This design comes from an exercise in tuning for small area and a short achievable clock period on the open sky130 flow, not from production work.
Function was checked by simulation only, so behaviour that the tests miss may differ from the original.

==> flow/design.v, too long to show whole: its modules and the start of the top module <==
// module kalman_core: 2661 lines
module kalman_core (
    input  logic        clk,
    input  logic        rst_n,
    input  logic        valid_in,
    input  logic [15:0] imu_data,
    input  logic [15:0] lidar_data,
    input  logic [15:0] q_noise,
    input  logic [15:0] r_noise,
    output logic [15:0] kalman_out,
    output logic        valid_out
);
  // ...
==> flow/run.sh <==
#!/bin/bash
# synth_recipe.tcl (not shown) runs the flow's synth.tcl, then flattens the netlist and writes it again
# the make line also repeats each setting of config.mk as NAME=value (left out here)
make -C /OpenROAD-flow-scripts/flow DESIGN_CONFIG=/design/flow/config.mk WORK_HOME=/design/flow/orfs CLKGATE_MAP_FILE= SYNTH_SCRIPT=/design/flow/synth_recipe.tcl finish
==> flow/config.mk <==
export PLATFORM = sky130hd
export DESIGN_NAME = kalman_core
export DESIGN_NICKNAME = kalman_core
export VERILOG_FILES = /design/flow/design.v
export SDC_FILE = /design/flow/constraint.sdc
export NUM_CORES = 4
export LEC_CHECK = 0
export ABC_AREA = 1
export CAP_MARGIN = 50
export CORE_MARGIN = 2
export CORE_UTILIZATION = 60
export PLACE_DENSITY = 0.75
export SLEW_MARGIN = 70
==> flow/constraint.sdc <==
create_clock -name core_clock -period 110.0 [get_ports {clk}]
set_input_delay 22.0000 -clock core_clock [delete_from_list [all_inputs] [get_ports {clk}]]
set_output_delay 22.0000 -clock core_clock [all_outputs]
set_load 0.01 [all_outputs]
==> out/results.ini, run 1 <==
[worst_setup_path]
cpPeakStageDelay_ns = 0.62
crit_end = kalman_out[8]
crit_path_cell_trace = clkdlybuf4s50_1
worst_setup_path_start_kind = flop

[cts]
postCtsHoldBufs = 0
numCtsBuffers = 17
ctsResizeCount = 0
cts_tree = yes

[floorplanning]
tap_cells = 790
die_y_um = 253
dieArea_um2 = 63900
start_util = 0.604

[finish]
multi_input_cells = 3325
dominant-cell-class = multi-input gates
fin_cells = 5283
largest_reg_flops = 18
syn2layout_area_growth_pct = 6.84
seqCellArea_um2 = 4810
antennaDiodeCount = 0
post-route-util = 0.645
bufAreaShareNonClock = 0.0350

[synth]
ys_seq_area_frac = 0.129
yosysMostFrequentCell = inv_1
ys_ff_latch = 192

[drt]
wl_per_cell_um = 19.2
drc_errors = 0

[timing]
finalClockSkew_ns = 0.0273
setup_tns_ns = 0

[outcome]
outcome = complete, no violations

[global_route]
groute.layer.met1.usage = 0.455
grt_start_max_net_pins = 84

==> run 2, diff against run 1 <==
--- a/flow/config.mk
+++ b/flow/config.mk
@@ -8,6 +8,5 @@
 export ABC_AREA = 1
-export CAP_MARGIN = 50
+export CAP_MARGIN = 20
 export CORE_MARGIN = 2
-export CORE_UTILIZATION = 60
-export PLACE_DENSITY = 0.75
-export SLEW_MARGIN = 70
+export CORE_UTILIZATION = 40
+export SLEW_MARGIN = 20
==> out/results.ini, run 2 <==
[timing]
fmax_ghz = 0.0392  ; was 0.0423 GHz
setup_slack_ns = 84.50  ; was 86.37 ns
rsz0062_at_grt = no  ; unchanged
worst-slew-pin-transition_ns = 1.07  ; was 0.453 ns
setup_tns_ns = 0  ; unchanged
hold_viol_final = 0  ; unchanged
setup_viol = 0  ; unchanged
period_needed_ns = 25.50  ; was 23.63 ns
slew_headroom = 0.286  ; was 0.698
drv_slew = 0  ; unchanged
period_share = 0.232  ; was 0.215
finalClockSkew_ns = 0.0280  ; was 0.0273 ns

[floorplanning]
io_pins = 84  ; unchanged
dieArea_um2 = 95300  ; was 63900 um^2
dieWidth_um = 309  ; was 253 um
die_y_um = 309  ; was 253 um
rows = 111  ; was 91
start_util = 0.405  ; was 0.604
core_area_um2 = 91800  ; was 61500 um^2

[synth]
async_flop_share = 1.00  ; unchanged
ys_types = 66  ; unchanged
ys_seq_area_frac = 0.129  ; unchanged
yosysMostFrequentCell = inv_1  ; unchanged
syn_area_per_cell_um2 = 8.15  ; unchanged
ys_top_cells_by_area = fa_1 23%, ha_1 15%, dfrtp_1 13%  ; unchanged
synth_commonest_cells = 772 x inv_1, 754 x nand2_1, 444 x ha_1  ; unchanged
synth-edff-count = 0  ; unchanged
yosysWarningCount = 1  ; unchanged
synth_nets = 5500  ; unchanged
synth_top_area_share = 0.234  ; unchanged
syn_inst = 4555  ; unchanged
ys_ff_latch = 192  ; unchanged
syn-cell-area_um2 = 37100  ; unchanged
synth_area_leader_cell = fa_1  ; unchanged
synth-main-ff-cell = dfrtp_1  ; unchanged

[worst_setup_path]
criticalPathCategory = flop to flop  ; was flop to output port
path_common_cell = nand2_1
required_ns = 110.36  ; was 88.00 ns
slowest_stage = nand2_1  ; was clkdlybuf4s50_1
worst_setup_path_start_kind = flop  ; unchanged
end_kind = flop  ; was output port
crit_fanout = 51  ; was 4
cpPeakStageDelay_ns = 0.79  ; was 0.62 ns
cp_data_arrival_time_ns = 25.86  ; was 1.63 ns

[placed_design]
dp_hpwl_um = 83200  ; was 80100 um
dp_slack_ns = 84.74  ; was 86.56 ns
place_inst = 5703  ; was 5249
place_congestion = 0.894  ; was 0.977
io_buffers = 83  ; unchanged

[drt]
drc_errors = 0  ; unchanged
wl_per_cell_um = 18.2  ; was 19.2 um
drtIter0Drc = 2123  ; was 2859
firstDrtPassIters = 8  ; was 6
viasPerCell = 5.29  ; was 5.87
ant_nets = 0  ; unchanged
wirelength_um = 104000  ; was 101000 um
vias = 30300  ; was 31000

[global_route]
busiest_layer = met2  ; unchanged
gr-total-overflow = 0  ; unchanged
grt_start_max_net_pins = 88  ; was 84
grtUsageMet2 = 0.350  ; was 0.505
groute.layer.met1.usage = 0.314  ; was 0.455
met3_usage = 0.0375  ; was 0.0618
antenna_found_initial = 1  ; was 0
grt_pass1_wl_um = 169000  ; was 165000 um
grt_pass1_vias = 30400  ; was 30500
grt_util_all_layers = 0.225  ; was 0.326

[job]
cap_violations = 0  ; unchanged

[finish]
final_layout_size_suffix_gt1_frac = 0.0419  ; was 0.0639
antennaDiodeCount = 0  ; unchanged
regMostFlops = s_ws  ; unchanged
top_regs = s_ws (18), yd (17)  ; unchanged
largest_reg_flops = 18  ; unchanged
layout_commonest_cell = inv_1
post-route-util = 0.431  ; was 0.645
fin_cells = 5735  ; was 5283
nets = 5424  ; was 5425
mostFrequentLayoutCells = 771 x inv_1, 752 x nand2_1, 444 x ha_1, 434 x fa_1, 393 x o22ai_1  ; was 744 x nand2_1, 744 x inv_1, 444 x ha_1, 426 x fa_1, 392 x o22ai_1
syn2layout_area_growth_pct = 6.67  ; was 6.84%

[outcome]
outcome = complete, no violations  ; unchanged

[cts]
cts.sinks = 192  ; unchanged
numCtsBuffers = 17  ; unchanged
clk_pin_slew_worst_paths_ns = 0.08  ; was 0.09 ns
cts_tree = yes  ; unchanged
h-tree-depth = 4  ; unchanged
clk_latency_ns = 0.52  ; was 0.50 ns
postCtsHoldBufs = 0  ; unchanged
cts_setup_buffers = 0  ; unchanged
ctsResizeCount = 0  ; unchanged
clockBufferDepth = 2  ; unchanged
cts_root_buf = clkbuf_16  ; unchanged

[hold_path]
hp-class = flop to flop  ; unchanged

run 2: metal layers:
metal / part of all wire / up-vias
met3: 0.058 / 176
met2: 0.44 / 853
met5: 0.000077 / -
met4: 0.035 / 2
li1: - / 14500
met1: 0.46 / 14800
run 2: worst max-delay path, delay by kind of cell (launching register included):
kind,cells,cell delay [ns]
flops,1,0.43
simple gates,28,5.93
buf+inv,15,3.39
compound gates,29,6.28
fa+ha+maj,19,6.93
xor+xnor,9,2.34
run 2: final cells by class:
cell class | instances | area (um^2)
Clock inverter | 15 | 191
Clock buffer | 17 | 425
Fill cell | 9265 | 52200
Tap cell | 1243 | 1560
Timing Repair Buffer | 133 | 1210
Inverter | 810 | 3050
Multi-Input combinational cell | 3325 | 28400
Sequential cell | 192 | 4810
run 2: cells by family after synthesis:
family	synth area share
flip-flops	0.129
adder cells (fa/ha/maj)	0.384
AO/OA/AOI/OAI	0.137
XOR/XNOR	0.117
multiplexers	0.00195
AND/OR/NAND/NOR	0.124
buffers and inverters	0.107
run 2: worst paths after layout:
check | from | endpoint | slack, ns | cells past startpoint
worst max-delay path | s_ws[11] | pd[15] | 84.50 | 100
worst min-delay path | lid_q[0] | lid_q[0] | 0.48 | 2
worst max register to register | s_ws[11] | pd[15] | 84.50 | 100
worst min register to register | lid_q[0] | lid_q[0] | 0.48 | 2
max in group asynchronous | rst_n | s_dn[13] | 86.40 | 3
min in group asynchronous | rst_n | yd[8] | 21.52 | 1
run 2: metrics by stage:
stage	area, um^2	hold WS (ns)
global placement	39000	0.455
CTS	39600	0.481
global route	39600	0.498
floorplan	37100	0.442
finish	39600	0.477
detailed placement	39000	0.463

==> separate check: timing with driven ports <==
In the flow no input, the clock included, has a driving cell. The finished layouts below were timed again as built, in two steps. Step 1, drivers: a clkbuf_16 drives clk and a buf_2 each remaining input, both assumed. Step 2 moves the port delays by t, midway between the first and last clock arrival at a register: inputs arrive t later, outputs are due t later. That takes back most of the time a late clock gives input paths. Three values: ideal ports, drivers, drivers and shift; two values: the first two.
| run | t, ns | slack for setup (ns) | latest minus earliest clock arrival (ns) |
|---|---|---|---|
| run 1 | 0.541 | 86.370 / 86.314 / 86.608 | 0.028 / 0.028 |
| run 2 | 0.552 | 84.498 / 84.498 / 84.498 | 0.028 / 0.028 |
After both steps setup and hold are still met in every run listed.
